From an optimization exercise on the open Yosys and OpenROAD flow, aimed at small area, a short achievable clock period and few clock cycles per item; shortcuts taken in it are not production practice. The RTL was checked by simulation tests, not by an equivalence proof against the original design. Power is estimated from default activity; no workload was simulated.

==> flow/design.v <==
module inc24 (input [23:0] a, output [23:0] s);
wire c_1 = a[1] & a[0];
wire c_2 = a[3] & a[2];
wire c_3 = a[5] & a[4];
wire c_4 = a[7] & a[6];
wire c_5 = a[9] & a[8];
wire c_6 = a[11] & a[10];
wire c_7 = a[13] & a[12];
wire c_8 = a[15] & a[14];
wire c_9 = a[17] & a[16];
wire c_10 = a[19] & a[18];
wire c_11 = a[21] & a[20];
wire c_12 = a[23] & a[22];
wire c_13 = c_2 & c_1;
wire c_14 = c_4 & c_3;
wire c_15 = c_6 & c_5;
wire c_16 = c_8 & c_7;
wire c_17 = c_10 & c_9;
wire c_18 = c_12 & c_11;
wire c_19 = c_14 & c_13;
wire c_20 = c_16 & c_15;
wire c_21 = c_18 & c_17;
wire c_22 = c_20 & c_19;
wire c_23 = c_21 & c_22;
wire c_24 = c_15 & c_19;
wire c_25 = c_17 & c_22;
wire c_26 = c_3 & c_13;
wire c_27 = c_5 & c_19;
wire c_28 = c_7 & c_24;
wire c_29 = c_9 & c_22;
wire c_30 = c_11 & c_25;
wire c_31 = a[2] & c_1;
wire c_32 = a[4] & c_13;
wire c_33 = a[6] & c_26;
wire c_34 = a[8] & c_19;
wire c_35 = a[10] & c_27;
wire c_36 = a[12] & c_24;
wire c_37 = a[14] & c_28;
wire c_38 = a[16] & c_22;
wire c_39 = a[18] & c_29;
wire c_40 = a[20] & c_25;
wire c_41 = a[22] & c_30;
assign s[0] = ~a[0];
assign s[1] = a[1] ^ a[0];
assign s[2] = a[2] ^ c_1;
assign s[3] = a[3] ^ c_31;
assign s[4] = a[4] ^ c_13;
assign s[5] = a[5] ^ c_32;
assign s[6] = a[6] ^ c_26;
assign s[7] = a[7] ^ c_33;
assign s[8] = a[8] ^ c_19;
assign s[9] = a[9] ^ c_34;
assign s[10] = a[10] ^ c_27;
assign s[11] = a[11] ^ c_35;
assign s[12] = a[12] ^ c_24;
assign s[13] = a[13] ^ c_36;
assign s[14] = a[14] ^ c_28;
assign s[15] = a[15] ^ c_37;
assign s[16] = a[16] ^ c_22;
assign s[17] = a[17] ^ c_38;
assign s[18] = a[18] ^ c_29;
assign s[19] = a[19] ^ c_39;
assign s[20] = a[20] ^ c_25;
assign s[21] = a[21] ^ c_40;
assign s[22] = a[22] ^ c_30;
assign s[23] = a[23] ^ c_41;
endmodule
module add32 (input [31:0] a, input [31:0] p, input ci, output [31:0] s);
wire [31:0] g0 = a & ~p;
wire gc0 = g0[0] | (p[0] & ci);
wire g_1 = g0[1] | (p[1] & gc0);
wire g_2 = g0[3] | (p[3] & g0[2]);
wire p_2 = p[3] & p[2];
wire g_3 = g0[5] | (p[5] & g0[4]);
wire p_3 = p[5] & p[4];
wire g_4 = g0[7] | (p[7] & g0[6]);
wire p_4 = p[7] & p[6];
wire g_5 = g0[9] | (p[9] & g0[8]);
wire p_5 = p[9] & p[8];
wire g_6 = g0[11] | (p[11] & g0[10]);
wire p_6 = p[11] & p[10];
wire g_7 = g0[13] | (p[13] & g0[12]);
wire p_7 = p[13] & p[12];
wire g_8 = g0[15] | (p[15] & g0[14]);
wire p_8 = p[15] & p[14];
wire g_9 = g0[17] | (p[17] & g0[16]);
wire p_9 = p[17] & p[16];
wire g_10 = g0[19] | (p[19] & g0[18]);
wire p_10 = p[19] & p[18];
wire g_11 = g0[21] | (p[21] & g0[20]);
wire p_11 = p[21] & p[20];
wire g_12 = g0[23] | (p[23] & g0[22]);
wire p_12 = p[23] & p[22];
wire g_13 = g0[25] | (p[25] & g0[24]);
wire p_13 = p[25] & p[24];
wire g_14 = g0[27] | (p[27] & g0[26]);
wire p_14 = p[27] & p[26];
wire g_15 = g0[29] | (p[29] & g0[28]);
wire p_15 = p[29] & p[28];
wire g_16 = g0[31] | (p[31] & g0[30]);
wire p_16 = p[31] & p[30];
wire g_17 = g_2 | (p_2 & g_1);
wire g_18 = g_4 | (p_4 & g_3);
wire p_18 = p_4 & p_3;
wire g_19 = g_6 | (p_6 & g_5);
wire p_19 = p_6 & p_5;
wire g_20 = g_8 | (p_8 & g_7);
wire p_20 = p_8 & p_7;
wire g_21 = g_10 | (p_10 & g_9);
wire p_21 = p_10 & p_9;
wire g_22 = g_12 | (p_12 & g_11);
wire p_22 = p_12 & p_11;
wire g_23 = g_14 | (p_14 & g_13);
wire p_23 = p_14 & p_13;
wire g_24 = g_16 | (p_16 & g_15);
wire p_24 = p_16 & p_15;
wire g_25 = g_18 | (p_18 & g_17);
wire g_26 = g_20 | (p_20 & g_19);
wire p_26 = p_20 & p_19;
wire g_27 = g_22 | (p_22 & g_21);
wire p_27 = p_22 & p_21;
wire g_28 = g_24 | (p_24 & g_23);
wire p_28 = p_24 & p_23;
wire g_29 = g_26 | (p_26 & g_25);
wire g_30 = g_28 | (p_28 & g_27);
wire p_30 = p_28 & p_27;
wire g_31 = g_30 | (p_30 & g_29);
wire g_32 = g_27 | (p_27 & g_29);
wire g_33 = g_19 | (p_19 & g_25);
wire g_34 = g_21 | (p_21 & g_29);
wire g_35 = g_23 | (p_23 & g_32);
wire g_36 = g_3 | (p_3 & g_17);
wire g_37 = g_5 | (p_5 & g_25);
wire g_38 = g_7 | (p_7 & g_33);
wire g_39 = g_9 | (p_9 & g_29);
wire g_40 = g_11 | (p_11 & g_34);
wire g_41 = g_13 | (p_13 & g_32);
wire g_42 = g_15 | (p_15 & g_35);
wire g_43 = g0[2] | (p[2] & g_1);
wire g_44 = g0[4] | (p[4] & g_17);
wire g_45 = g0[6] | (p[6] & g_36);
wire g_46 = g0[8] | (p[8] & g_25);
wire g_47 = g0[10] | (p[10] & g_37);
wire g_48 = g0[12] | (p[12] & g_33);
wire g_49 = g0[14] | (p[14] & g_38);
wire g_50 = g0[16] | (p[16] & g_29);
wire g_51 = g0[18] | (p[18] & g_39);
wire g_52 = g0[20] | (p[20] & g_34);
wire g_53 = g0[22] | (p[22] & g_40);
wire g_54 = g0[24] | (p[24] & g_32);
wire g_55 = g0[26] | (p[26] & g_41);
wire g_56 = g0[28] | (p[28] & g_35);
wire g_57 = g0[30] | (p[30] & g_42);
assign s[0] = p[0] ^ ci;
assign s[1] = p[1] ^ gc0;
assign s[2] = p[2] ^ g_1;
assign s[3] = p[3] ^ g_43;
assign s[4] = p[4] ^ g_17;
assign s[5] = p[5] ^ g_44;
assign s[6] = p[6] ^ g_36;
assign s[7] = p[7] ^ g_45;
assign s[8] = p[8] ^ g_25;
assign s[9] = p[9] ^ g_46;
assign s[10] = p[10] ^ g_37;
assign s[11] = p[11] ^ g_47;
assign s[12] = p[12] ^ g_33;
assign s[13] = p[13] ^ g_48;
assign s[14] = p[14] ^ g_38;
assign s[15] = p[15] ^ g_49;
assign s[16] = p[16] ^ g_29;
assign s[17] = p[17] ^ g_50;
assign s[18] = p[18] ^ g_39;
assign s[19] = p[19] ^ g_51;
assign s[20] = p[20] ^ g_34;
assign s[21] = p[21] ^ g_52;
assign s[22] = p[22] ^ g_40;
assign s[23] = p[23] ^ g_53;
assign s[24] = p[24] ^ g_32;
assign s[25] = p[25] ^ g_54;
assign s[26] = p[26] ^ g_41;
assign s[27] = p[27] ^ g_55;
assign s[28] = p[28] ^ g_35;
assign s[29] = p[29] ^ g_56;
assign s[30] = p[30] ^ g_42;
assign s[31] = p[31] ^ g_57;
endmodule
`timescale 1ns / 10ps
module risc (
    input         reset,
    input         clk0,
    input  [31:0] mem_datain,
    output [23:0] paddr,
    output [31:0] mem_dataout,
    output        mem_req,
    output        mem_rdwr,
    output        halted
);
reg  [23:0] ar;     
reg  [31:0] acc;
reg  [31:0] ir;     
reg  [1:0]  ir_nz;  
reg         e;      
reg         hlt;    
reg         chk;    
reg         c_jge, c_jne;           
reg         c_sto;                  
reg         c_mem;                  
reg  [2:0]  c_op;                   
reg         c_shr, c_shl;
reg         c_clr;                  
localparam [2:0] OP_LDA = 3'b000, OP_COM = 3'b001, OP_AND = 3'b010, OP_OR  = 3'b011,
                 OP_XOR = 3'b100, OP_SWP = 3'b101, OP_ADD = 3'b110, OP_SUB = 3'b111;
wire        c_add = c_mem & c_op[2] & c_op[1];      
wire        c_ld  = c_mem & ~(c_op[2] & c_op[1]);   
assign paddr       = ar;
assign mem_dataout = acc;
assign mem_req     = ~hlt;
assign mem_rdwr    = ~(e & c_sto);
assign halted      = hlt;
wire [31:0] d  = mem_datain;
wire [7:0] o   = d[31:24];
wire       def = (o[7:4] == 4'h0);
wire       d_lda = def & (o[3:0] == 4'h0);
wire       d_sto = def & (o[3:0] == 4'h1);
wire       d_add = def & (o[3:0] == 4'h2);
wire       d_sub = def & (o[3:0] == 4'h3);
wire       d_jmp = def & (o[3:0] == 4'h4);
wire       d_jge = def & (o[3:0] == 4'h5);
wire       d_jne = def & (o[3:0] == 4'h6);
wire       d_stp = def & (o[3:0] == 4'h7);
wire       d_shr = def & (o[3:0] == 4'h8);
wire       d_shl = def & (o[3:0] == 4'h9);
wire       d_and = def & (o[3:0] == 4'ha);
wire       d_or  = def & (o[3:0] == 4'hb);
wire       d_xor = def & (o[3:0] == 4'hc);
wire       d_com = def & (o[3:0] == 4'hd);
wire       d_swp = def & (o[3:0] == 4'he);
wire       d_mem = d_lda | d_sto | d_add | d_sub | d_and | d_or | d_xor | d_com | d_swp;
wire       d_cj  = d_jge | d_jne;
wire [2:0] d_op = {d_xor | d_swp | d_add | d_sub,
                   d_and | d_or  | d_add | d_sub,
                   d_com | d_or  | d_swp | d_sub};
reg [3:0] k;
always @* begin
    case (c_op)
        OP_LDA:  k = 4'b1010;
        OP_COM:  k = 4'b0101;
        OP_AND:  k = 4'b1000;
        OP_OR:   k = 4'b1110;
        OP_XOR:  k = 4'b0110;
        OP_ADD:  k = 4'b0110;
        OP_SUB:  k = 4'b1001;
        default: k = 4'b1010;
    endcase
    if (~e) k = 4'b1010;
end
wire k_swp = e & (c_op == OP_SWP);
wire sign_n = ~c_clr & (c_ld ? ir[31] : c_shr ? 1'b0 : c_shl ? acc[30] : acc[31]);
wire nz_n   = ~c_clr & (c_ld ? (|ir_nz) : ((|acc[30:1]) | (acc[31] & ~c_shl) | (acc[0] & ~c_shr)));
wire cond_n = (d_jge & ~sign_n) | (d_jne & nz_n);
wire squash = chk & ~((c_jge & ~acc[31]) | (c_jne & (|acc)));
wire [31:0] sum;
add32 adder (.a(acc), .p(ir), .ci(c_op[0]), .s(sum));
wire        x_ld  = c_ld & ~e, x_add = c_add & ~e, x_shr = c_shr & ~e, x_shl = c_shl & ~e;
wire [31:0] acc_n =
      ({32{x_ld}}  & ir)
    | ({32{x_add}} & sum)
    | ({32{x_shr}} & {1'b0, acc[31:1]})
    | ({32{x_shl}} & {acc[30:0], 1'b0})
    | ({32{~(x_ld | x_add | x_shr | x_shl | c_clr)}} & acc);
wire [23:0] ar1;
inc24 incr (.a(ar), .s(ar1));
wire [31:0] dl = (acc & d & {32{k[3]}}) | (acc & ~d & {32{k[2]}})
               | (~acc & d & {32{k[1]}}) | (~acc & ~d & {32{k[0]}});
wire [31:0] ir_n = k_swp ? {d[15:0], d[31:16]} :
                   e     ? dl : {d[31:24], ar1};
wire        jump = d_mem | d_jmp | (d_cj & (c_add | cond_n));
wire [23:0] ar_n = (e | squash) ? ir[23:0] : jump ? d[23:0] : ar1;
always @(posedge clk0) begin
    ir    <= ir_n;
    ir_nz <= {|ir_n[31:16], |ir_n[15:0]};
end
always @(posedge clk0) begin
    if (~e) begin
        c_sto <= d_sto;
        c_op  <= d_op;
    end
end
always @(posedge clk0)
    acc <= acc_n;
always @(posedge clk0 or posedge reset)
    if (reset)
        c_clr <= 1'b1;
    else if (~e)
        c_clr <= 1'b0;
always @(posedge clk0 or posedge reset) begin
    if (reset) begin
        ar    <= 24'h0;
        e     <= 1'b0;
        hlt   <= 1'b0;
        chk   <= 1'b0;
        c_jge <= 1'b0; c_jne <= 1'b0;
        c_mem <= 1'b0; c_shr <= 1'b0; c_shl <= 1'b0;
    end else begin
        ar    <= ar_n;
        if (e) begin
            e     <= 1'b0;
        end else begin
            e     <= ~squash & ~hlt & d_mem;
            hlt   <= hlt | (~squash & d_stp);
            chk   <= ~squash & d_cj & c_add;
            c_jge <= ~squash & d_jge;
            c_jne <= ~squash & d_jne;
            c_mem <= ~squash & d_mem & ~d_sto;
            c_shr <= ~squash & d_shr;
            c_shl <= ~squash & d_shl;
        end
    end
end
endmodule
==> flow/flow/run.sh <==
#!/bin/bash
# Own flow: the standard layout (standard.sh, ORFS make) with the ports
# buffered by the smallest buffer instead of the default delay buffer. The
# resizer still upsizes any port buffer that timing or slew needs.
set -euo pipefail
bash standard.sh BUFFER_PORTS_ARGS="-buffer_cell sky130_fd_sc_hd__buf_1" finish > make_finish.log 2>&1
==> flow/standard.sh <==
#!/bin/bash
# synth_recipe.tcl (not shown) runs the flow's synth.tcl, then flattens the netlist and writes it again
# the make line also repeats each setting of config.mk as NAME=value (left out here)
make -C /OpenROAD-flow-scripts/flow DESIGN_CONFIG=/design/flow/config.mk WORK_HOME=/design/flow/orfs CLKGATE_MAP_FILE= SYNTH_SCRIPT=/design/flow/synth_recipe.tcl "${@:-finish}"
==> flow/config.mk <==
export PLATFORM = sky130hd
export DESIGN_NAME = risc
export DESIGN_NICKNAME = risc
export VERILOG_FILES = /design/flow/design.v
export SDC_FILE = /design/flow/constraint.sdc
export NUM_CORES = 4
export LEC_CHECK = 0
export ABC_AREA = 1
export CAP_MARGIN = 20
export CORE_MARGIN = 2
export CORE_UTILIZATION = 40
export SETUP_SLACK_MARGIN = 3.5
export SLEW_MARGIN = 20
==> flow/constraint.sdc <==
create_clock -name core_clock -period 6.5 [get_ports {clk0}]
set_input_delay 1.3000 -clock core_clock [delete_from_list [all_inputs] [get_ports {clk0}]]
set_output_delay 1.3000 -clock core_clock [all_outputs]
set_load 0.01 [all_outputs]
==> flow_metrics.env, run 1 <==
export IMPL_rsz0062_at_grt="true"
export IMPL_rows=48
export IMPL_clock_sinks=103
export IMPL_cap_violations=0
export IMPL_p_leak_nw=3.55
export IMPL_die_area_um2=18700
export IMPL_synth_yosys_seq_area_share_pct=32.1
export IMPL_ioPinCount=93
export IMPL_place_area_um2=7530
export IMPL_hold_viol=0
export IMPL_grt_max_degree=56
export IMPL_area_delta_synth_final_pct=15.7
export IMPL_worstSkewPairLatency_ns=0.37
export IMPL_tns_ns=0
export IMPL_drt_wl_total_um=28300
export IMPL_drt_antenna_violating_nets=0
export IMPL_cts_clk_slew_worst_paths_ns=0.07
export IMPL_route_vias_total=8209
export IMPL_irDropWorstVdd_uv=164
export IMPL_cts_made_buffers=9
export IMPL_htreeDepth=3
export IMPL_syn_nets=1104
export IMPL_synth_cells=1058
export IMPL_portBuffers=92
export IMPL_synth_area_um2=7070
export IMPL_clockBufferDepth=2
export IMPL_period_minus_slack_ns=3.02
export IMPL_fp_dieH_um=137
export IMPL_cp_slowest_cell="dfrtp_1"
export IMPL_relSlewSlack_pct=29.2
export IMPL_cts_tree="done"
export IMPL_grt_use_total_pct=29.9
export IMPL_core_area_um2=17300
export IMPL_crit_path_max_fanout=2
export IMPL_grt_pass1_wl_um=42000
export IMPL_diodes=0
export IMPL_crit_chain="ha_2 > nand3_4 > nor3_4 > and3_4 > nand3_2 > inv_2 > nand3_4 > nor2_4 > nand3_2 > inv_2 > nand3_2 > nor2_2 > and3_4 > ha_4 > xnor2_2 > nand2_1 > nand3_1 > o21ai_2 > nor2_1 > nand2_1 > nor2_2 > nand2_1"
export IMPL_reg2regPathDepth=22
export IMPL_drt_iter0_markers=1081
export IMPL_post_route_drc_count=0
export IMPL_vias_per_cell=5.97
export IMPL_async_flop_share_pct=32.0
export IMPL_max_stage_delay_ns=0.39
export IMPL_hpwl_um=19800
export IMPL_wire_per_inst_um=20.6
export IMPL_powerDensity_nw_per_um2=391
export IMPL_synth_flop_cell="dfxtp_1"
export IMPL_drv_slew=0
export IMPL_worst_pin_slew_ns=1.06
export IMPL_firstDrtPassIters=6
export IMPL_synth_distinct_cells=51
export IMPL_post_route_period_util_pct=46.5
export IMPL_worstPathArrival_ns=3.28
export IMPL_fin_cells=1375
export IMPL_fmax_ghz=0.331
export IMPL_dieWidth_um=137
export IMPL_place_inst=1335
export IMPL_hold_path_class="flop to flop"
export IMPL_crit_path_start_kind="flop"
export IMPL_finalClockSkew_ns=0.0116
export IMPL_overflow=0
export IMPL_fin_nets=1191
export IMPL_synth_seq_cells=103
export IMPL_drive_above_1_share_pct=9.65
export IMPL_required_ns=6.76
export IMPL_synth_warnings=1
export IMPL_grt_pass1_vias=7275
export IMPL_setup_viol=0
export IMPL_gp_congestion=0.939
export IMPL_synth_top_cell_by_area="dfxtp_1"
export IMPL_power_mw=3.20
export IMPL_post_route_util_pct=47.3
export IMPL_end_kind="flop"
export IMPL_antenna_found_initial=0
export IMPL_synth_avg_cell_area_um2=6.68
export IMPL_synth_edf_count=4
export IMPL_start_util_pct=40.9
export IMPL_status="no timing/DRC/antenna violations"
export IMPL_synth_area_leaders="dfxtp_1 (19%), dfrtp_1 (11%), nand2_1 (11%)"
export IMPL_critPathKind="flop to flop"
export IMPL_netlist_area_leader_share_pct=18.7
export IMPL_stdcell_area_um2=8180
export IMPL_hold_path_depth=1
export IMPL_clock_root_buffer="clkbuf_16"
==> Yosys cell counts (2+ instances only) <==
cell and n:
nor3_1 11, o221ai_1 19, nand3_2 2, buf_4 3
inv_1 123, and3_1 2, edfxtp_1 4, nand3_1 56
nand2_2 11, a31oi_1 5, o21a_1 3, dfxtp_1 66
buf_1 3, xnor2_1 5, nand2_4 3, o21ai_0 73
nor3_2 2, o21ai_1 77, o22ai_1 45, inv_2 8
ha_1 12, clkbuf_1 25, o211ai_1 16, a221oi_1 17
nor4_1 8, a21oi_1 90, buf_2 14, nand2_1 199
xor2_1 6, or2_2 4, buf_6 2, nand4_1 6
a22oi_1 2, o31ai_1 3, dfrtp_1 32, nor2_1 84
o21ai_2 3
==> power breakdown <==
group / internal, mW / switching [mW] / total (mW)
clock network: 0.322 / 0.267 / 0.589
registers: 0.864 / 0.367 / 1.23
logic: 0.506 / 0.873 / 1.38
==> cell usage in the layout, fill, tap and decap left out, drive strengths merged, types with 4 or more instances in the layout <==
| cell type | netlist | final |
|---|---|---|
| nand2 | 213 | 215 |
| o21ai | 153 | 153 |
| inv | 132 | 133 |
| buf | 22 | 119 |
| a21oi | 90 | 90 |
| nor2 | 85 | 85 |
| dfxtp | 66 | 66 |
| nand3 | 58 | 58 |
| o22ai | 45 | 45 |
| dfrtp | 32 | 32 |
| o221ai | 19 | 19 |
| a221oi | 17 | 17 |
| o211ai | 17 | 17 |
| nor3 | 14 | 14 |
| clkbuf | 25 | 13 |
| ha | 12 | 12 |
| nor4 | 9 | 9 |
| nand4 | 6 | 6 |
| xor2 | 6 | 6 |
| a31oi | 5 | 5 |
| or2 | 5 | 5 |
| xnor2 | 5 | 5 |
| edfxtp | 4 | 4 |
==> layout make-up <==
type	instances	area, um^2
clock buffer	11	254
clock inverter	5	52.6
fill	1846	9120
inverter	132	503
multi-input combinational	778	4240
sequential	103	2270
tap	225	282
timing repair buffer	121	578
==> state kept, by name (all words and copies together) (netlist names) <==
signal	count
c_op	3
c_shl	1
hlt	1
e	1
acc	32
ir	32
chk	1
c_sto	1
c_mem	1
c_jge	1
ir_nz	2
c_shr	1
ar	24
c_clr	1
c_jne	1
==> final timing paths <==
kind,start,end,slack [ns]
worst min register to register,hlt$_DFFE_PP0N_,e$_DFF_PP0_,0.48
max in group asynchronous,reset,c_clr$_DFFE_PP1N_,5.12
min in group asynchronous,reset,ar[19]$_DFF_PP0_,1.01
worst max-delay path,ar[0]$_DFF_PP0_,ir_nz[1]$_DFF_P_,3.48
worst max register to register,ar[0]$_DFF_PP0_,ir_nz[1]$_DFF_P_,3.48
worst min-delay path,hlt$_DFFE_PP0N_,e$_DFF_PP0_,0.48
==> metal layers <==
layer	global-route usage [%]	wire length, um	share of wire [%]	vias to the layer above
li1	-	-	-	3846
met1	41.4	12000	42	3826
met2	45.9	12500	44	467
met3	6.00	3010	11	70
met4	11.5	911	3.2	0
met5	0	0	0	-
==> cell families after synthesis <==
group,Yosys count,share of synthesized area (%)
AOI/OAI and AO/OA,360,29.9
adders and majority gates,12,2.12
and+or+nand+nor,393,24.4
buffers and inverters,179,10.2
xor gates and xnor gates,11,1.36
DFF,103,32.1
==> through the flow <==
stage	worst slack, ns	hold WS, ns
3_3_place_gp	2.72	0.463
3_5_place_dp	2.66	0.463
4_1_cts	3.44	0.476
5_1_grt	3.38	0.504
6_report	3.48	0.475
2_1_floorplan	3.68	0.453
==> repair_timing <==
action / in CTS / in global routing
buffers inserted: 17 / 5
pin swaps: 14 / 13
gates cloned: 0 / 2
hold endpoints to repair: 0 / 0
hold buffers: 0 / 0
endpoints found under the setup margin: 31 / 29
resized for setup: 21 / 12
==> worst max-delay path, delay by kind of cell, from the launching register on <==
family	cells	cell delay [ns]
xor gates and xnor gates	1	0.12
DFF	1	0.39
buffers and inverters	2	0.16
and+or+nand+nor	16	1.80
adders and majority gates	2	0.36
AOI/OAI and AO/OA	1	0.08
Testbench counts, summed over its fixed seeds: cycles 64,424, instructions 36,867.
==> run 2, diff against run 1 <==
--- a/flow/config.mk
+++ b/flow/config.mk
@@ -11,3 +11,3 @@
 export CORE_UTILIZATION = 40
-export SETUP_SLACK_MARGIN = 3.5
+export SETUP_SLACK_MARGIN = 3.8
 export SLEW_MARGIN = 20
==> run 2 against run 1 <==
Against the previous run:
- hold slack lost 0.0035 ns
- combinational power grew 3%
- first-iteration DRC count shrank 18%
- sequential share of layout area shrank 1.9 points
- critical path type unchanged
- sequential power is essentially flat
- global-route usage grew 0.82 points
- register-to-register slack is essentially flat
- synthesized cell count is the same
- clock skew grew 0.00071 ns
- final area grew 7.5%
- count of clock-buffer cells in the layout grew 1
- clock power grew 3.6%
==> flow_metrics.env, run 2 <==
export IMPL_finalClockSkew_ns=0.0124
export IMPL_htreeDepth=3
export IMPL_startpoint="ar[1]$_DFF_PP0_"
export IMPL_route_vias_total=8320
export IMPL_firstDrtPassIters=5
export IMPL_wire_per_inst_um=21.0
export IMPL_cts_clk_slew_worst_paths_ns=0.07
export IMPL_post_route_period_util_pct=46.5
export IMPL_drt_wl_total_um=29300
export IMPL_synth_yosys_seq_area_share_pct=32.1
export IMPL_vias_per_cell=5.96
export IMPL_p_leak_nw=3.73
export IMPL_synth_distinct_cells=51
export IMPL_irDropWorstVdd_uv=193
export IMPL_fin_nets=1211
export IMPL_post_place_ws_ns=2.65
export IMPL_rr_endpoint="ir_nz[1]$_DFF_P_"
export IMPL_synth_warnings=1
export IMPL_synth_top_cell_by_area="dfxtp_1"
export IMPL_status="no timing/DRC/antenna violations"
export IMPL_clock_sinks=103
export IMPL_synth_area_leaders="dfxtp_1 (19%), dfrtp_1 (11%), nand2_1 (11%)"
export IMPL_start_util_pct=40.9
export IMPL_grt_pass1_wl_um=43000
export IMPL_tns_ns=0
export IMPL_portBuffers=92
export IMPL_syn_nets=1104
export IMPL_setup_viol=0
export IMPL_synth_edf_count=4
export IMPL_path_buf_inv=2
export IMPL_drive_above_1_share_pct=15.5
export IMPL_synth_area_um2=7070
export IMPL_cap_violations=0
export IMPL_gp_congestion=0.916
export IMPL_grt_pass1_vias=7405
export IMPL_fp_dieH_um=137
export IMPL_crit_chain="ha_2 > nand3_4 > nor3_4 > and3_4 > nand3_2 > inv_2 > nand3_4 > nor2_4 > nand3_2 > inv_2 > nand3_4 > nor2_4 > and3_4 > ha_4 > xnor2_4 > nand2_2 > nand3_2 > o21ai_2 > nor2_1 > nand2_1 > nor2_2 > nand2_1"
export IMPL_drv_slew=0
export IMPL_layout_commonest_cell="nand2_1"
export IMPL_synthTopCellsByCount="nand2_1 (199), inv_1 (123), a21oi_1 (90)"
export IMPL_die_area_um2=18700
export IMPL_final_cell_mix="nand2_1 (192), inv_1 (119), buf_1 (84)"
export IMPL_grt_max_degree=56
export IMPL_fmax_ghz=0.331
export IMPL_ioPinCount=93
export IMPL_clockBufferDepth=2
export IMPL_required_ns=6.75
export IMPL_area_delta_synth_final_pct=24.5
export IMPL_diodes=0
export IMPL_critPathKind="flop to flop"
export IMPL_yosysMostFrequentCell="nand2_1"
export IMPL_worst_pin_slew_ns=0.859
export IMPL_crit_path_start_kind="flop"
export IMPL_antenna_found_initial=0
export IMPL_grt_use_total_pct=30.7
export IMPL_relSlewSlack_pct=42.7
export IMPL_cp_slowest_cell="dfrtp_1"
export IMPL_period_minus_slack_ns=3.02
export IMPL_rows=48
export IMPL_overflow=0
export IMPL_hpwl_um=19900
export IMPL_end_kind="flop"
export IMPL_hold_path_class="flop to flop"
export IMPL_powerDensity_nw_per_um2=371
export IMPL_worstSkewPairLatency_ns=0.37
export IMPL_worstPathArrival_ns=3.27
export IMPL_rsz0062_at_grt="true"
export IMPL_synth_avg_cell_area_um2=6.68
export IMPL_crit_path_max_fanout=2
export IMPL_drt_antenna_violating_nets=0
export IMPL_netlist_area_leader_share_pct=18.7
export IMPL_max_stage_delay_ns=0.38
export IMPL_cts_tree="done"
export IMPL_hold_end="e$_DFF_PP0_"
export IMPL_dieWidth_um=137
export IMPL_reg_largest_list="acc: 32 flops, ir: 32 flops, ar: 24 flops"
export IMPL_post_route_drc_count=0
export IMPL_core_area_um2=17300
export IMPL_cts_made_buffers=9
export IMPL_reg2regPathDepth=22
export IMPL_synth_flop_cell="dfxtp_1"
export IMPL_clock_root_buffer="clkbuf_16"
export IMPL_hold_path_depth=1
export IMPL_rr_startpoint="ar[1]$_DFF_PP0_"
export IMPL_r2r_setup_slack_ns=3.48
export IMPL_drt_iter0_markers=886
export IMPL_async_flop_share_pct=32.0
export IMPL_synth_cells=1058
export IMPL_synth_seq_cells=103
export IMPL_min_from="hlt$_DFFE_PP0N_"
export IMPL_n_fill_cell=1774
export IMPL_hold_viol=0
export IMPL_critPathTopFamily="simple AND/OR/NAND/NOR gates"
export IMPL_power_mw=3.26
export IMPL_fin_ws_ns=3.48
run 2: worst max path at each step:
| stage | end | slack [ns] | cells past startpoint |
|---|---|---|---|
| 2_1_floorplan | ar[10]$_DFF_PP0_ | 3.75 | 11 |
| 3_3_place_gp | ar[9]$_DFF_PP0_ | 2.67 | 12 |
| 3_5_place_dp | ar[0]$_DFF_PP0_ | 2.65 | 12 |
| 4_1_cts | ir_nz[1]$_DFF_P_ | 3.43 | 22 |
| 5_1_grt | ir_nz[1]$_DFF_P_ | 3.31 | 22 |
| 6_report | ir_nz[1]$_DFF_P_ | 3.48 | 22 |
run 2: logic make-up (layout without fill, tap and decap cells):
kind of cell	Yosys count	in the layout	synth area share, %
simple gates	393	399	24.4
compound gates	360	360	29.9
buf+inv	179	285	10.2
flops	103	103	32.1
fa+ha+maj	12	12	2.12
xor+xnor	11	11	1.36
run 2: worst register-to-register path, stage by stage (launching register included):
cell and delay, ns:
dfrtp_1 0.38, ha_2 0.23, nand3_4 0.10, nor3_4 0.14, and3_4 0.23, nand3_2 0.07, inv_2 0.08, nand3_4 0.08
nor2_4 0.13, nand3_2 0.08, inv_2 0.09, nand3_4 0.08, nor2_4 0.10, and3_4 0.19, ha_4 0.16, xnor2_4 0.12
nand2_2 0.07, nand3_2 0.07, o21ai_2 0.08, nor2_1 0.12, nand2_1 0.07, nor2_2 0.18, nand2_1 0.07
run 2: cell type report:
class	count	area [um^2]	share of cell area, %
clock buffers	12	279	3.17
clock inverters	4	48.8	0.555
inverters	132	510	5.80
multi-input cells	782	4590	52.2
flip-flops and latches	103	2270	25.8
well taps	225	282	3.20
repair buffers	137	812	9.23
run 2: repair_timing:
| item | CTS | global route |
|---|---|---|
| pin swaps | 19 | 36 |
| hold buffers | 0 | 0 |
| setup endpoints to repair | 60 | 37 |
| gates cloned | 3 | 5 |
| setup buffers | 18 | 16 |
| resized for setup | 48 | 81 |
run 2: per-layer routing:
layer  up-vias  global-route usage, %  share of wire [%]
met5         -                      0                  0
met4         0                   13.6                3.8
met3        75                   5.15                 10
met2       508                   46.2                 44
met1      3837                   43.3                 42
li1       3900                      -                  -
run 2: per-stage QoR:
stage          std cells  cell area, um^2  hold WS, ns  utilization (%)
2_1_floorplan       1058             7080        0.453                -
3_3_place_gp        1336             7540        0.456             43.6
3_5_place_dp        1337             7560        0.457             43.7
4_1_cts             1374             8290        0.468             47.9
5_1_grt             1395             8790        0.501             50.8
6_report            1395             8790        0.472             50.8
run 2: where the power goes:
group          internal, mW  switching, mW  leakage (nW)
logic                 0.533          0.883          2.57
clock network         0.346          0.264         0.159
registers             0.864          0.371          1.00
total                  1.74           1.52          3.73
==> run 3, diff against run 2 <==
--- a/flow/design.v
+++ b/flow/design.v
@@ -280,3 +280,3 @@
     ir    <= ir_n;
-    ir_nz <= {|ir_n[31:16], |ir_n[15:0]};
+    ir_nz <= {|dl[31:16], |dl[15:0]};    
 end
==> run 3 against run 2 <==
Against the previous run:
- count of clock-buffer cells in the layout down 1
- register-to-register slack improved by 0.42 ns
- final cell count is 2.1% lower
- global-route usage shrank 3.0 points
- setup slack improved by 0.39 ns
- critical path depth down 12
- via count down 3.0%
- power fell by 0.64%
- synthesized area grew 1.9%
- clock power fell by 9.0%
- critical path type is now input port to flop
==> flow_metrics.env, run 3 <==
export IMPL_status="no timing/DRC/antenna violations"
export IMPL_crit_path_max_fanout=9
export IMPL_crit_chain="buf_2 > inv_1 > nor4_2 > inv_1 > nand3_2 > a31oi_4 > nand3_4 > clkbuf_16 > o211ai_1 > o21ai_1"
export IMPL_core_area_um2=17800
export IMPL_layout_commonest_cell="nand2_1"
export IMPL_syn_nets=1091
export IMPL_drt_wl_total_um=28300
export IMPL_cts_clk_slew_worst_paths_ns=0.07
export IMPL_end_kind="flop"
export IMPL_clock_sinks=103
export IMPL_p_leak_nw=3.67
export IMPL_max_stage_delay_ns=0.25
export IMPL_power_frac_comb_pct=45.4
export IMPL_cap_violations=0
export IMPL_reg_largest_list="acc: 32 flops, ir: 32 flops, ar: 24 flops"
export IMPL_htreeDepth=3
export IMPL_clock_root_buffer="clkbuf_16"
export IMPL_rsz0062_at_grt="true"
export IMPL_grt_pass1_wl_um=41900
export IMPL_drive_above_1_share_pct=14.4
export IMPL_route_met3_wl_um=2280
export IMPL_area_delta_synth_final_pct=17.7
export IMPL_wire_per_inst_um=20.7
export IMPL_worstSkewPairLatency_ns=0.37
export IMPL_post_route_util_pct=47.5
export IMPL_post_route_period_util_pct=40.6
export IMPL_period_minus_slack_ns=2.64
export IMPL_cts_hold_buf=0
export IMPL_swShare_pct=46.7
export IMPL_hold_viol=0
export IMPL_irDropWorstVdd_uv=192
export IMPL_synth_edf_count=4
export IMPL_dieWidth_um=138
export IMPL_powerDensity_nw_per_um2=382
export IMPL_overflow=0
export IMPL_gp_congestion=0.889
export IMPL_worstPathArrival_ns=2.86
export IMPL_final_cell_mix="nand2_1 (195), o21ai_0 (111), inv_1 (109)"
export IMPL_synth_flop_cell="dfxtp_1"
export IMPL_p_int_mw=1.73
export IMPL_hpwl_um=19500
export IMPL_synth_distinct_cells=49
export IMPL_cts_tree="done"
export IMPL_diodes=0
export IMPL_fin_cells=1366
export IMPL_yosysMostFrequentCell="nand2_1"
export IMPL_synth_cells=1045
export IMPL_cp_common_cell="inv_1"
export IMPL_post_place_ws_ns=3.09
export IMPL_vias_per_cell=5.91
export IMPL_ioPinCount=93
export IMPL_synthTopCellsByCount="nand2_1 (201), o21ai_0 (119), inv_1 (115)"
export IMPL_synth_top_cell_by_area="dfxtp_1"
export IMPL_wl_met1_um=12000
export IMPL_clockBufferDepth=2
export IMPL_route_vias_total=8067
export IMPL_die_area_um2=19100
export IMPL_netlist_area_leader_share_pct=18.3
export IMPL_drt_iter0_markers=1071
export IMPL_switchingPower_mw=1.51
export IMPL_cts_made_buffers=9
export IMPL_grt_use_total_pct=27.8
export IMPL_portBuffers=92
export IMPL_fin_ws_ns=3.86
export IMPL_worst_pin_slew_ns=1.08
export IMPL_synth_area_um2=7200
export IMPL_rows=49
export IMPL_synth_seq_cells=103
export IMPL_synth_yosys_seq_area_share_pct=31.5
export IMPL_grt_pass1_vias=7253
export IMPL_synth_avg_cell_area_um2=6.89
export IMPL_drt_antenna_violating_nets=0
export IMPL_r2r_setup_slack_ns=3.90
export IMPL_power_mw=3.24
export IMPL_seq_power_share_pct=37.5
export IMPL_fin_nets=1178
export IMPL_critPathTopFamily="buffers and inverters"
export IMPL_grt_max_degree=49
export IMPL_pwr_share_clk_pct=17.1
export IMPL_route_met2_wl_um=13100
export IMPL_required_ns=6.73
export IMPL_path_buf_inv=4
export IMPL_antenna_found_initial=0
export IMPL_start_util_pct=40.4
export IMPL_place_inst=1326
export IMPL_tns_ns=0
export IMPL_hold_path_class="flop to flop"
export IMPL_relSlewSlack_pct=27.8
export IMPL_fmax_ghz=0.379
export IMPL_firstDrtPassIters=5
export IMPL_synth_warnings=1
export IMPL_setup_viol=0
export IMPL_crit_path_start_kind="input port"
export IMPL_fp_dieH_um=138
export IMPL_cp_slowest_cell="clkbuf_16"
export IMPL_post_route_drc_count=0
export IMPL_drv_slew=0
export IMPL_async_flop_share_pct=32.0
export IMPL_highest_layer="met4"
export IMPL_finalClockSkew_ns=0.0120
export IMPL_critPathKind="input port to flop"
export IMPL_synth_area_leaders="dfxtp_1 (18%), dfrtp_1 (11%), nand2_1 (10%)"
[run 3: changes by cell type in the layout (fill, tap and decap cells not counted), sizes merged, moves of 7 or more]
cell / change
inv: -8
o22ai: -9
nand4: +12
nand3: -20
o21ai: -8
a21oi: -12
a22oi: +10
o211ai: +11
buf: -13
nand2: +7
[run 3: power by group through the flow]
stage	registers (mW)	clock network, mW	logic (mW)
after floorplan	1.16	0	0.943
after global placement	1.21	0	1.38
after detailed placement	1.21	0	1.39
after CTS	1.20	0.559	1.43
after global routing	1.25	0.582	1.63
final	1.22	0.555	1.47
[run 3: layer usage]
layer	vias to the layer above	GRT usage, %
met3	74	3.22
met5	-	0
met1	3779	37.7
li1	3800	-
met2	414	44.8
met4	0	12.1
[run 3: worst register-to-register path, cell delays in order, from the launching register on]
cell and delay [ns]:
edfxtp_1 0.47, nor2_1 0.23, nand2_1 0.09, nand2_1 0.14, nand2_4 0.26, inv_1 0.44, a21oi_1 0.13, a21oi_1 0.26
nand4_1 0.22, nor2_1 0.13, nand4_1 0.09
[run 3: final cells by class]
cell class / count / area (um^2)
well taps: 229 / 287
clock inverters: 5 / 48.8
clock buffers: 11 / 233
repair inverters: 1 / 7.51
repair buffers: 126 / 727
fillers: 1869 / 9360
inverters: 128 / 500
multi-input cells: 763 / 4410
flip-flops and latches: 103 / 2270
[run 3: what timing repair did]
item,4_1_cts,5_1_grt
gates cloned,0,7
setup endpoints to repair,39,39
buffers inserted,12,5
pin swaps,8,13
gates resized for setup,25,63
[run 3: stage by stage]
stage                     hold slack (ns)  area (um^2)
after global routing                0.492         8480
after global placement              0.451         7670
after detailed placement            0.454         7670
after floorplan                     0.450         7200
after CTS                           0.464         8160
final                               0.457         8480
[run 3: final timing paths]
path / start / endpoint / cells past startpoint
setup / recovery: mem_datain[25] / ar[2]$_DFF_PP0_ / 10
min in group asynchronous: reset / ar[4]$_DFF_PP0_ / 3
max in group asynchronous: reset / c_clr$_DFFE_PP1N_ / 3
setup reg to reg: c_op[1]$_DFFE_PN_ / ir_nz[1]$_DFF_P_ / 10
hold reg to reg: hlt$_DFFE_PP0N_ / e$_DFF_PP0_ / 1
hold / removal: hlt$_DFFE_PP0N_ / e$_DFF_PP0_ / 1
[run 3: cell families after synthesis]
kind of cell / after synthesis / synth area share (%)
compound gates: 346 / 29.8
flops: 103 / 31.5
buf+inv: 179 / 10.3
fa+ha+maj: 12 / 2.08
simple gates: 394 / 25.0
xor+xnor: 11 / 1.34
Testbench counts of run 3, summed over its fixed seeds: cycles 64,424, instructions 36,867.
==> run 4, diff against run 3 <==
--- a/flow/config.mk
+++ b/flow/config.mk
@@ -11,3 +11,3 @@
 export CORE_UTILIZATION = 40
-export SETUP_SLACK_MARGIN = 3.8
+export SETUP_SLACK_MARGIN = 3.5
 export SLEW_MARGIN = 20
==> run 4 against run 3 <==
Against the previous run:
- clock power is essentially flat
- die area did not move
- hold slack is essentially flat
- combinational power is 3% lower
- clock skew grew 0.00064 ns
- setup slack got worse by 0.21 ns
- flip-flop and latch count unchanged
- synthesized cell count did not move
==> flow_metrics.env, run 4 <==
export IMPL_critPathKind="flop to flop"
export IMPL_p_leak_nw=3.48
export IMPL_gp_congestion=0.889
export IMPL_area_delta_synth_final_pct=11.1
export IMPL_grt_max_degree=49
export IMPL_hold_path_depth=1
export IMPL_cts_clk_slew_worst_paths_ns=0.07
export IMPL_place_area_um2=7670
export IMPL_path_buf_inv=1
export IMPL_synth_edf_count=4
export IMPL_cts_tree="done"
export IMPL_async_flop_share_pct=32.0
export IMPL_rr_endpoint="ir_nz[1]$_DFF_P_"
export IMPL_die_area_um2=19100
export IMPL_min_from="hlt$_DFFE_PP0N_"
export IMPL_overflow=0
export IMPL_synth_area_um2=7200
export IMPL_synthTopCellsByCount="nand2_1 (201), o21ai_0 (119), inv_1 (115)"
export IMPL_max_stage_delay_ns=0.50
export IMPL_drt_iter0_markers=941
export IMPL_antenna_found_initial=0
export IMPL_post_route_drc_count=0
export IMPL_hold_viol=0
export IMPL_cts_made_buffers=9
export IMPL_fmax_ghz=0.352
export IMPL_setup_viol=0
export IMPL_required_ns=6.73
export IMPL_dieWidth_um=138
export IMPL_synth_top_cell_by_area="dfxtp_1"
export IMPL_hold_end="e$_DFF_PP0_"
export IMPL_htreeDepth=3
export IMPL_synth_seq_cells=103
export IMPL_syn_nets=1091
export IMPL_synth_distinct_cells=49
export IMPL_core_area_um2=17800
export IMPL_grt_pass1_vias=7144
export IMPL_clock_root_buffer="clkbuf_16"
export IMPL_fp_dieH_um=138
export IMPL_layout_commonest_cell="nand2_1"
export IMPL_route_vias_total=7836
export IMPL_synth_cells=1045
export IMPL_rows=49
export IMPL_rsz0062_at_grt="true"
export IMPL_tns_ns=0
export IMPL_synth_avg_cell_area_um2=6.89
export IMPL_grt_use_total_pct=27.6
export IMPL_critPathTopFamily="simple AND/OR/NAND/NOR gates"
export IMPL_stdcell_area_um2=8000
export IMPL_post_route_util_pct=44.9
export IMPL_startpoint="c_op[2]$_DFFE_PN_"
export IMPL_synth_yosys_seq_area_share_pct=31.5
export IMPL_cp_slowest_cell="edfxtp_1"
export IMPL_drive_above_1_share_pct=9.69
export IMPL_start_util_pct=40.4
export IMPL_wire_per_inst_um=20.1
export IMPL_hold_path_class="flop to flop"
export IMPL_clockBufferDepth=2
export IMPL_period_minus_slack_ns=2.84
export IMPL_synth_area_leaders="dfxtp_1 (18%), dfrtp_1 (11%), nand2_1 (10%)"
export IMPL_firstDrtPassIters=5
export IMPL_vias_per_cell=5.83
export IMPL_irDropWorstVdd_uv=191
export IMPL_synth_warnings=1
export IMPL_netlist_area_leader_share_pct=18.3
export IMPL_drt_wl_total_um=27000
export IMPL_rr_startpoint="c_op[2]$_DFFE_PN_"
export IMPL_powerDensity_nw_per_um2=397
export IMPL_crit_path_start_kind="flop"
export IMPL_worstSkewPairLatency_ns=0.37
export IMPL_clock_sinks=103
export IMPL_crit_chain="nand2_1 > o21a_1 > nand2_1 > nand2_2 > inv_1 > o21ai_0 > a21oi_1 > a21oi_1 > nand4_1 > nor2_1 > nand4_1"
export IMPL_final_cell_mix="nand2_1 (200), o21ai_0 (119), inv_1 (115)"
export IMPL_relSlewSlack_pct=29.4
export IMPL_status="no timing/DRC/antenna violations"
export IMPL_drt_antenna_violating_nets=0
export IMPL_crit_path_max_fanout=21
export IMPL_worst_pin_slew_ns=1.05
export IMPL_post_route_period_util_pct=43.7
export IMPL_reg_largest_list="acc: 32 flops, ir: 32 flops, ar: 24 flops"
export IMPL_cap_violations=0
export IMPL_worstPathArrival_ns=3.07
export IMPL_grt_pass1_wl_um=41500
export IMPL_portBuffers=92
export IMPL_ioPinCount=93
export IMPL_hpwl_um=19500
export IMPL_synth_flop_cell="dfxtp_1"
export IMPL_r2r_setup_slack_ns=3.66
export IMPL_yosysMostFrequentCell="nand2_1"
export IMPL_finalClockSkew_ns=0.0127
export IMPL_reg2regPathDepth=11
export IMPL_end_kind="flop"
export IMPL_fin_nets=1156
export IMPL_drv_slew=0
-- run 4: changes by cell type in the layout (fill, tap and decap cells not counted), sizes merged --
cell / previous run / this run
clkbuf: 17 / 11
buf: 120 / 105
clkinvlp: 3 / 0
inv: 125 / 127
diode: 0 / 1
-- run 4: repair_timing --
item                       4_1_cts  5_1_grt
gates cloned                     0        0
resized for setup                3        8
setup endpoints to repair        9       29
pin swaps                        0        1
hold buffers                     0        0
hold endpoints to repair         0        0
setup buffers                    0        2
-- run 4: worst max path at each step --
stage,end,cells after the start
6_report,ir_nz[1]$_DFF_P_,11
5_1_grt,ar[23]$_DFF_PP0_,18
4_1_cts,ar[23]$_DFF_PP0_,18
3_5_place_dp,ar[7]$_DFF_PP0_,11
3_3_place_gp,ar[7]$_DFF_PP0_,11
2_1_floorplan,ar[5]$_DFF_PP0_,12
-- run 4: metal layers --
metal | track usage (%) | vias up | part of all wire (%)
met1 | 37.6 | 3667 | 43
met4 | 11.1 | 0 | 2.8
met2 | 44.7 | 370 | 46
met5 | 0 | - | 0
li1 | - | 3747 | -
met3 | 3.22 | 52 | 7.7
-- run 4: cells by family after synthesis --
family                   count (synthesis)  synth area share (%)
flip-flops                             103                  31.5
AND/OR/NAND/NOR                        394                  25.0
adder cells (fa/ha/maj)                 12                  2.08
AO/OA/AOI/OAI                          346                  29.8
buffers and inverters                  179                  10.3
XOR/XNOR                                11                  1.34
-- run 4: report_power, final --
group	switching [mW]	total (mW)	internal, mW
clock	0.257	0.553	0.296
sequential	0.336	1.20	0.868
combinational	0.890	1.42	0.532
total	1.48	3.18	1.70
-- run 4: metrics by stage --
step	instances	power [mW]	hold WS (ns)	setup WS, ns
CTS	1342	3.15	0.464	3.52
global placement	1326	2.59	0.451	3.17
floorplan	1045	2.10	0.450	3.84
detailed placement	1326	2.59	0.454	3.09
global route	1344	3.40	0.492	3.48
finish	1345	3.18	0.458	3.66
-- run 4: area by class of cell --
class	instances	area, um^2
well taps	229	287
repair buffers	105	455
diodes	1	2.50
fillers	1921	9840
clock buffers	11	233
inverters	128	480
clock inverters	5	48.8
multi-input cells	763	4230
flip-flops and latches	103	2270
==> run 5, diff against run 4 <==
--- a/flow/config.mk
+++ b/flow/config.mk
@@ -11,3 +11,3 @@
 export CORE_UTILIZATION = 40
-export SETUP_SLACK_MARGIN = 3.5
+export SETUP_SLACK_MARGIN = 4.1
 export SLEW_MARGIN = 20
==> run 5 against run 4 <==
Against the previous run:
- clock skew shrank 0.0046 ns
- global-route usage up 1.6 points
- largest power group unchanged
- via count is 7.5% higher
- flip-flop and latch count unchanged
==> flow_metrics.env, run 5 <==
export IMPL_status="no timing/DRC/antenna violations"
export IMPL_portBuffers=92
export IMPL_grt_use_total_pct=29.2
export IMPL_reg2regPathDepth=18
export IMPL_cts_hold_buf=0
export IMPL_crit_chain="buf_8 > clkinv_4 > nand4_1 > inv_2 > nand3_2 > nor2_2 > inv_2 > nand3_4 > a31oi_4 > nand3_4 > buf_12 > buf_12 > nand2_1 > o21ai_0 > nand2_1 > o21ai_0"
export IMPL_synth_distinct_cells=49
export IMPL_synth_area_um2=7200
export IMPL_hold_viol=0
export IMPL_firstDrtPassIters=6
export IMPL_n_fill_cell=1814
export IMPL_seq_power_share_pct=36.8
export IMPL_netlist_area_leader_share_pct=18.3
export IMPL_stdcell_area_um2=9140
export IMPL_pwr_share_clk_pct=17.1
export IMPL_ioPinCount=93
export IMPL_rows=49
export IMPL_hpwl_um=19500
export IMPL_end_kind="flop"
export IMPL_syn_nets=1091
export IMPL_synth_seq_cells=103
export IMPL_synth_avg_cell_area_um2=6.89
export IMPL_overflow=0
export IMPL_crit_path_max_fanout=7
export IMPL_rsz0062_at_grt="true"
export IMPL_synthTopCellsByCount="nand2_1 (201), o21ai_0 (119), inv_1 (115)"
export IMPL_antenna_found_initial=0
export IMPL_synth_yosys_seq_area_share_pct=31.5
export IMPL_drv_slew=0
export IMPL_cts_tree="done"
export IMPL_fin_nets=1212
export IMPL_period_minus_slack_ns=2.63
export IMPL_post_route_period_util_pct=40.5
export IMPL_cap_violations=0
export IMPL_fp_dieH_um=138
export IMPL_cts_clk_slew_worst_paths_ns=0.08
export IMPL_grt_pass1_vias=7757
export IMPL_post_route_util_pct=51.2
export IMPL_hold_path_class="flop to flop"
export IMPL_powerDensity_nw_per_um2=363
export IMPL_critPathKind="input port to flop"
export IMPL_dieWidth_um=138
export IMPL_synth_cells=1045
export IMPL_worstPathArrival_ns=2.86
export IMPL_core_area_um2=17800
export IMPL_p_int_mw=1.76
export IMPL_switchingPower_mw=1.56
export IMPL_vias_per_cell=6.02
export IMPL_fin_cells=1400
export IMPL_power_frac_comb_pct=46.2
export IMPL_synth_area_leaders="dfxtp_1 (18%), dfrtp_1 (11%), nand2_1 (10%)"
export IMPL_place_inst=1329
export IMPL_clock_sinks=103
export IMPL_drive_above_1_share_pct=20.8
export IMPL_diodes=0
export IMPL_drt_wl_total_um=29500
export IMPL_synth_warnings=1
export IMPL_htreeDepth=3
export IMPL_path_buf_inv=6
export IMPL_tns_ns=0
export IMPL_post_route_drc_count=0
export IMPL_layout_commonest_cell="nand2_1"
export IMPL_wire_per_inst_um=21.1
export IMPL_relSlewSlack_pct=53.8
export IMPL_synth_top_cell_by_area="dfxtp_1"
export IMPL_required_ns=6.73
export IMPL_die_area_um2=19100
export IMPL_grt_max_degree=49
export IMPL_synth_flop_cell="dfxtp_1"
export IMPL_fmax_ghz=0.380
export IMPL_cts_made_buffers=9
export IMPL_fin_ws_ns=3.87
export IMPL_drt_iter0_markers=1064
export IMPL_area_delta_synth_final_pct=26.8
export IMPL_synth_edf_count=4
export IMPL_power_mw=3.32
export IMPL_clock_root_buffer="clkbuf_16"
export IMPL_grt_pass1_wl_um=44000
export IMPL_worstSkewPairLatency_ns=0.37
export IMPL_start_util_pct=40.4
export IMPL_setup_viol=0
export IMPL_hold_path_depth=1
export IMPL_crit_path_start_kind="input port"
export IMPL_critPathTopFamily="buffers and inverters"
export IMPL_gp_congestion=0.941
export IMPL_hold_slack_ns=0.452
export IMPL_max_stage_delay_ns=0.20
export IMPL_reg_largest_list="acc: 32 flops, ir: 32 flops, ar: 24 flops"
export IMPL_finalClockSkew_ns=0.00803
export IMPL_async_flop_share_pct=32.0
export IMPL_yosysMostFrequentCell="nand2_1"
export IMPL_swShare_pct=47.1
export IMPL_worst_pin_slew_ns=0.692
export IMPL_drt_antenna_violating_nets=0
export IMPL_route_vias_total=8426
export IMPL_clockBufferDepth=2
export IMPL_worstSetupPathDepth=16
export IMPL_cp_slowest_cell="a31oi_4"
export IMPL_final_cell_mix="nand2_1 (180), o21ai_0 (107), inv_1 (102)"
export IMPL_p_leak_nw=3.94
export IMPL_irDropWorstVdd_uv=170
export IMPL_post_place_ws_ns=2.75
export IMPL_place_area_um2=7710
run 5: area by class of cell:
type | count | area, um^2 | share of cell area [%]
Clock inverter | 7 | 63.8 | 0.699
Timing Repair Buffer | 157 | 1070 | 11.7
Multi-Input combinational cell | 766 | 4690 | 51.3
Inverter | 128 | 527 | 5.77
Sequential cell | 103 | 2270 | 24.8
Tap cell | 229 | 287 | 3.14
Timing Repair inverter | 1 | 7.51 | 0.0822
Clock buffer | 9 | 225 | 2.47
run 5: what timing repair did:
item	4_1_cts	5_1_grt
gates resized for setup	97	61
pin swaps	24	17
cloned	7	1
buffers inserted	26	21
endpoints found under the setup margin	60	63
run 5: per-layer routing:
layer | GRT usage, % | wire (um)
met1 | 38.6 | 11800
met2 | 46.7 | 13400
met3 | 4.64 | 2830
met4 | 14.2 | 1450
met5 | 0 | 0
run 5: cells by family after synthesis:
kind of cell,share of synthesized area [%]
and+or+nand+nor,25.0
AOI/OAI and AO/OA,29.8
buffers and inverters,10.3
DFF,31.5
adders and majority gates,2.08
xor gates and xnor gates,1.34
run 5: worst paths after layout:
kind,from,endpoint,slack [ns]
max,mem_datain[29],ar[3]$_DFF_PP0_,3.87
min,hlt$_DFFE_PP0N_,e$_DFF_PP0_,0.45
max reg2reg,ar[0]$_DFF_PP0_,ir[23]$_DFF_P_,3.92
min reg2reg,hlt$_DFFE_PP0N_,e$_DFF_PP0_,0.45
max in group asynchronous,reset,c_clr$_DFFE_PP1N_,5.11
min in group asynchronous,reset,ar[23]$_DFF_PP0_,1.02
run 5: power by group through the flow:
stage | sequential [mW] | clock (mW) | combinational (mW)
5_1_grt | 1.25 | 0.583 | 1.70
3_5_place_dp | 1.20 | 0 | 1.39
4_1_cts | 1.21 | 0.561 | 1.47
3_3_place_gp | 1.20 | 0 | 1.39
6_report | 1.22 | 0.566 | 1.53
2_1_floorplan | 1.16 | 0 | 0.945
==> run 6, diff against run 5 <==
--- a/flow/config.mk
+++ b/flow/config.mk
@@ -11,3 +11,3 @@
 export CORE_UTILIZATION = 40
-export SETUP_SLACK_MARGIN = 4.1
+export SETUP_SLACK_MARGIN = 4.4
 export SLEW_MARGIN = 20
==> run 6 against run 5 <==
Against the previous run:
- utilization increased by 9.2 points
- largest power group unchanged
- die area unchanged
- global-route usage rose by 2.9 points
- maximum frequency shrank 3.7%
- flip-flop and latch count is the same
- power up 17%
- sequential share of layout area fell by 2.7 points
- clock skew rose by 0.00059 ns
- highest routed layer unchanged
- still clean
- critical endpoint is now ar[9]$_DFF_PP0_
- register-to-register slack worse by 0.09 ns
- hold slack gained 0.033 ns
==> flow_metrics.env, run 6 <==
export IMPL_status="no timing/DRC/antenna violations"
export IMPL_post_place_ws_ns=3.06
export IMPL_finalClockSkew_ns=0.00862
export IMPL_required_ns=6.74
export IMPL_overflow=0
export IMPL_synth_yosys_seq_area_share_pct=31.5
export IMPL_end_kind="flop"
export IMPL_hpwl_um=19000
export IMPL_worstSkewPairLatency_ns=0.36
export IMPL_synth_warnings=1
export IMPL_stdcell_area_um2=10800
export IMPL_grt_use_total_pct=32.1
export IMPL_rsz0062_at_grt="true"
export IMPL_fp_dieH_um=138
export IMPL_drt_wl_total_um=32900
export IMPL_hold_path_class="flop to flop"
export IMPL_powerDensity_nw_per_um2=360
export IMPL_hold_slack_ns=0.485
export IMPL_fin_nets=1302
export IMPL_route_vias_total=8951
export IMPL_grt_pass1_vias=8217
export IMPL_synth_seq_cells=103
export IMPL_setup_viol=0
export IMPL_rows=49
export IMPL_final_cell_mix="nand2_1 (175), buf_4 (110), inv_1 (92)"
export IMPL_crit_path_start_kind="input port"
export IMPL_path_buf_inv=7
export IMPL_grt_pass1_wl_um=48000
export IMPL_highest_layer="met4"
export IMPL_netlist_area_leader_share_pct=18.3
export IMPL_synth_avg_cell_area_um2=6.89
export IMPL_cap_violations=0
export IMPL_die_area_um2=19100
export IMPL_gp_congestion=0.901
export IMPL_portBuffers=92
export IMPL_power_mw=3.88
export IMPL_max_stage_delay_ns=0.19
export IMPL_post_route_period_util_pct=42.1
export IMPL_reg_largest_list="acc: 32 flops, ir: 32 flops, ar: 24 flops"
export IMPL_grt_max_degree=49
export IMPL_route_met2_wl_um=15000
export IMPL_synth_distinct_cells=49
export IMPL_place_area_um2=7750
export IMPL_antenna_found_initial=0
export IMPL_post_route_util_pct=60.4
export IMPL_synth_cells=1045
export IMPL_htreeDepth=3
export IMPL_synth_top_cell_by_area="dfxtp_1"
export IMPL_drt_antenna_violating_nets=0
export IMPL_route_met3_wl_um=3260
export IMPL_syn_nets=1091
export IMPL_wl_met1_um=12900
export IMPL_synth_area_um2=7200
export IMPL_fin_cells=1490
export IMPL_ioPinCount=93
export IMPL_start_util_pct=40.4
export IMPL_cts_clk_slew_worst_paths_ns=0.08
export IMPL_irDropWorstVdd_uv=205
export IMPL_async_flop_share_pct=32.0
export IMPL_cts_made_buffers=9
export IMPL_clock_root_buffer="clkbuf_16"
export IMPL_hold_viol=0
export IMPL_core_area_um2=17800
export IMPL_synth_flop_cell="dfxtp_1"
export IMPL_cts_tree="done"
export IMPL_crit_path_max_fanout=6
export IMPL_firstDrtPassIters=6
export IMPL_crit_chain="buf_8 > inv_4 > nand4_1 > inv_2 > nand3_2 > nor2_1 > inv_1 > nand3_2 > a31oi_4 > nand3_4 > buf_12 > buf_12 > buf_16 > o211ai_2 > o21ai_1"
export IMPL_worstPathArrival_ns=2.97
export IMPL_drt_iter0_markers=1128
export IMPL_wire_per_inst_um=22.1
export IMPL_layout_commonest_cell="nand2_1"
export IMPL_r2r_setup_slack_ns=3.83
export IMPL_fmax_ghz=0.366
export IMPL_critPathTopFamily="buffers and inverters"
export IMPL_drive_above_1_share_pct=38.8
export IMPL_relSlewSlack_pct=59.1
export IMPL_cp_slowest_cell="a31oi_4"
export IMPL_clock_sinks=103
export IMPL_area_delta_synth_final_pct=49.7
export IMPL_synth_area_leaders="dfxtp_1 (18%), dfrtp_1 (11%), nand2_1 (10%)"
export IMPL_vias_per_cell=6.01
export IMPL_yosysMostFrequentCell="nand2_1"
export IMPL_fin_ws_ns=3.76
export IMPL_synthTopCellsByCount="nand2_1 (201), o21ai_0 (119), inv_1 (115)"
export IMPL_period_minus_slack_ns=2.74
export IMPL_tns_ns=0
export IMPL_dieWidth_um=138
export IMPL_clockBufferDepth=2
export IMPL_p_leak_nw=4.76
export IMPL_worst_pin_slew_ns=0.612
export IMPL_diodes=0
export IMPL_drv_slew=0
export IMPL_place_inst=1328
export IMPL_critPathKind="input port to flop"
export IMPL_synth_edf_count=4
export IMPL_post_route_drc_count=0
[run 6: logic make-up (layout without fill, tap and decap cells)]
logic type               count (synthesis)  count (layout)  synth area share (%)
AO/OA/AOI/OAI                          346             346                  29.8
AND/OR/NAND/NOR                        394             396                  25.0
XOR/XNOR                                11              11                  1.34
buffers and inverters                  179             393                  10.3
flip-flops                             103             103                  31.5
adder cells (fa/ha/maj)                 12              12                  2.08
[run 6: power by group]
group | internal, mW | switching [mW] | leakage (nW)
clock | 0.261 | 0.274 | 0.127
combinational | 0.972 | 1.14 | 3.63
sequential | 0.921 | 0.312 | 1.00
total | 2.15 | 1.73 | 4.76
[run 6: layer usage]
layer	track usage (%)	vias to the layer above
li1	-	4053
met1	41.6	4128
met2	51.0	624
met3	6.34	146
met4	16.2	0
met5	0	-
[run 6: repair_timing]
action	in CTS	in global routing
gates cloned	13	1
pin swaps	43	60
endpoints found under the hold margin	0	0
resized for setup	292	133
hold buffers	0	0
setup endpoints to repair	129	142
buffers inserted	94	38
[run 6: final timing paths]
check                                start              end  cells after the start
min in group asynchronous            reset  ar[2]$_DFF_PP0_                      3
hold / removal             hlt$_DFFE_PP0N_      e$_DFF_PP0_                      1
setup reg to reg           ar[0]$_DFF_PP0_   ir[23]$_DFF_P_                     18
setup / recovery            mem_datain[28]  ar[9]$_DFF_PP0_                     15
hold reg to reg            hlt$_DFFE_PP0N_      e$_DFF_PP0_                      1
max in group asynchronous            reset  ar[9]$_DFF_PP0_                      3
[run 6: final cells by class]
cell class | instances | area [um^2]
flip-flops and latches | 103 | 2390
multi-input cells | 765 | 4910
clock buffers | 9 | 225
well taps | 229 | 287
fillers | 1563 | 7060
clock inverters | 7 | 48.8
repair inverters | 1 | 7.51
repair buffers | 248 | 2370
inverters | 128 | 538
==> run 7, diff against run 6 <==
--- a/flow/config.mk
+++ b/flow/config.mk
@@ -11,3 +11,3 @@
 export CORE_UTILIZATION = 40
-export SETUP_SLACK_MARGIN = 4.4
+export SETUP_SLACK_MARGIN = 3.9
 export SLEW_MARGIN = 20
==> run 7 against run 6 <==
Against the previous run:
- still clean on timing, DRC and antenna
- flip-flop and latch count unchanged
- count of clock-buffer cells in the layout increased by 2
- setup slack improved by 0.020 ns
- synthesized area unchanged
- via count decreased by 7.7%
==> flow_metrics.env, run 7 <==
export IMPL_synth_yosys_seq_area_share_pct=31.5
export IMPL_required_ns=6.74
export IMPL_diodes=0
export IMPL_synth_seq_cells=103
export IMPL_place_area_um2=7670
export IMPL_cap_violations=0
export IMPL_drt_wl_total_um=28900
export IMPL_vias_per_cell=5.99
export IMPL_status="no timing/DRC/antenna violations"
export IMPL_synth_flop_cell="dfxtp_1"
export IMPL_rsz0062_at_grt="true"
export IMPL_power_mw=3.35
export IMPL_overflow=0
export IMPL_fin_nets=1191
export IMPL_fp_dieH_um=138
export IMPL_setup_viol=0
export IMPL_drt_iter0_markers=1052
export IMPL_post_route_drc_count=0
export IMPL_netlist_area_leader_share_pct=18.3
export IMPL_clockBufferDepth=2
export IMPL_post_route_period_util_pct=41.8
export IMPL_path_buf_inv=6
export IMPL_hold_viol=0
export IMPL_synth_cells=1045
export IMPL_hpwl_um=19100
export IMPL_drt_antenna_violating_nets=0
export IMPL_use_met2_pct=45.6
export IMPL_place_inst=1327
export IMPL_yosysMostFrequentCell="nand2_1"
export IMPL_fin_ws_ns=3.78
export IMPL_post_route_util_pct=49.4
export IMPL_die_area_um2=19100
export IMPL_htreeDepth=3
export IMPL_rows=49
export IMPL_cp_slowest_cell="nand3_4"
export IMPL_period_minus_slack_ns=2.72
export IMPL_gp_congestion=0.890
export IMPL_hold_path_class="flop to flop"
export IMPL_powerDensity_nw_per_um2=380
export IMPL_dieWidth_um=138
export IMPL_grt_pass1_vias=7562
export IMPL_drive_above_1_share_pct=17.0
export IMPL_syn_nets=1091
export IMPL_synth_avg_cell_area_um2=6.89
export IMPL_synth_warnings=1
export IMPL_clock_sinks=103
export IMPL_area_delta_synth_final_pct=22.3
export IMPL_layout_commonest_cell="nand2_1"
export IMPL_hold_slack_ns=0.453
export IMPL_critPathKind="input port to flop"
export IMPL_portBuffers=92
export IMPL_end_kind="flop"
export IMPL_route_vias_total=8263
export IMPL_relSlewSlack_pct=55.3
export IMPL_top_usage_layer="met2"
export IMPL_fin_cells=1379
export IMPL_irDropWorstVdd_uv=176
export IMPL_worstSkewPairLatency_ns=0.37
export IMPL_fmax_ghz=0.368
export IMPL_tns_ns=0
export IMPL_synth_top_cell_by_area="dfxtp_1"
export IMPL_synth_area_um2=7200
export IMPL_clock_root_buffer="clkbuf_16"
export IMPL_min_from="hlt$_DFFE_PP0N_"
export IMPL_p_leak_nw=3.78
export IMPL_crit_path_start_kind="input port"
export IMPL_synth_edf_count=4
export IMPL_startpoint="mem_datain[31]"
export IMPL_final_cell_mix="nand2_1 (195), o21ai_0 (109), inv_1 (105)"
export IMPL_grt_pass1_wl_um=44300
export IMPL_worst_pin_slew_ns=0.669
export IMPL_async_flop_share_pct=32.0
export IMPL_cts_hold_buf=0
export IMPL_synth_distinct_cells=49
export IMPL_max_stage_delay_ns=0.20
export IMPL_met3_usage_pct=5.47
export IMPL_cts_made_buffers=9
export IMPL_synth_area_leaders="dfxtp_1 (18%), dfrtp_1 (11%), nand2_1 (10%)"
export IMPL_post_place_ws_ns=3.09
export IMPL_met1_usage_pct=40.8
export IMPL_firstDrtPassIters=6
export IMPL_core_area_um2=17800
export IMPL_ioPinCount=93
export IMPL_start_util_pct=40.4
export IMPL_wire_per_inst_um=20.9
export IMPL_rr_startpoint="ar[0]$_DFF_PP0_"
export IMPL_antenna_found_initial=0
export IMPL_synthTopCellsByCount="nand2_1 (201), o21ai_0 (119), inv_1 (115)"
export IMPL_grt_max_degree=49
export IMPL_crit_chain="buf_8 > inv_6 > nand4_1 > inv_2 > nand3_2 > nor2_1 > inv_1 > nand3_2 > a31oi_4 > nand3_4 > buf_6 > buf_16 > o211ai_1 > o21ai_1"
export IMPL_finalClockSkew_ns=0.00963
export IMPL_stdcell_area_um2=8810
export IMPL_reg_largest_list="acc: 32 flops, ir: 32 flops, ar: 24 flops"
export IMPL_drv_slew=0
export IMPL_crit_path_max_fanout=6
export IMPL_critPathTopFamily="buffers and inverters"
export IMPL_cts_clk_slew_worst_paths_ns=0.07
export IMPL_cp_common_cell="nand3_2"
export IMPL_grt_use_total_pct=29.6
export IMPL_cts_tree="done"
export IMPL_worstPathArrival_ns=2.95
==> run 7: worst paths after layout <==
path                       cells after the start                 to  slack [ns]
setup / recovery                              14    ar[2]$_DFF_PP0_        3.78
hold / removal                                 1        e$_DFF_PP0_        0.45
setup reg to reg                              18     ir[23]$_DFF_P_        3.90
hold reg to reg                                1        e$_DFF_PP0_        0.45
max in group asynchronous                      3  c_clr$_DFFE_PP1N_        5.13
min in group asynchronous                      3    ar[3]$_DFF_PP0_        1.01
==> run 7: layer usage <==
metal  vias up  share of wire [%]
li1       3825                  -
met1      3844                 42
met2       502                 44
met3        92                9.6
met4         0                4.3
met5         -                  0
==> run 7: cell type report <==
type,instances,area [um^2]
clock inverters,5,77.6
inverters,128,509
well taps,229,287
repair buffers,139,932
clock buffers,11,264
repair inverters,1,7.51
fillers,1788,9030
multi-input cells,763,4460
flip-flops and latches,103,2270
==> run 7: power breakdown <==
part / switching (mW) / internal, mW
clock: 0.269 / 0.371
sequential: 0.346 / 0.868
combinational: 0.920 / 0.574
total: 1.53 / 1.81
==> run 7: cell families after synthesis <==
| logic type | after synthesis | synth area share [%] |
|---|---|---|
| AND/OR/NAND/NOR | 394 | 25.0 |
| adder cells (fa/ha/maj) | 12 | 2.08 |
| buffers and inverters | 179 | 10.3 |
| AO/OA/AOI/OAI | 346 | 29.8 |
| flip-flops | 103 | 31.5 |
| XOR/XNOR | 11 | 1.34 |
==> run 7: timing repair <==
| action | in CTS | in global routing |
|---|---|---|
| buffers inserted | 15 | 13 |
| pin swaps | 15 | 11 |
| endpoints found under the setup margin | 47 | 70 |
| gates cloned | 7 | 0 |
| gates resized for setup | 82 | 28 |

## afterwards: timing with drivers on the ports
The results above use ideal ports. As a check the final layouts listed here were re-extracted and re-timed, cells and wires unchanged. Step 1, drivers: a clkbuf_16 drives clk0 and a buf_2 each remaining input, both assumed. Step 2 times the ports against the registers' clock, not the clock port: input delays grow and output delays shrink by t, the midpoint of the rising clock arrivals with the driver on. Three values: no drivers, after step 1, after step 2; two values: the first two.
run	t (ns)	setup WS [ns]	hold WS [ns]
run 1	0.403	3.477 / 3.477 / 3.265	0.475 / 0.475 / 0.475
run 2	0.406	3.476 / 3.476 / 3.333	0.472 / 0.472 / 0.472
run 3	0.408	3.864 / 3.841 / 3.433	0.457 / 0.457 / 0.457
run 4	0.406	3.657 / 3.657 / 3.276	0.458 / 0.458 / 0.458
run 5	0.408	3.866 / 3.838 / 3.430	0.452 / 0.452 / 0.452
run 6	0.402	3.765 / 3.724 / 3.322	0.485 / 0.485 / 0.485
run 7	0.405	3.785 / 3.735 / 3.330	0.453 / 0.453 / 0.453
After both steps setup and hold are still met in every run listed. The setup slack of run 7, which loses most, moves by -0.050 ns with the drivers and by -0.455 ns with both steps.
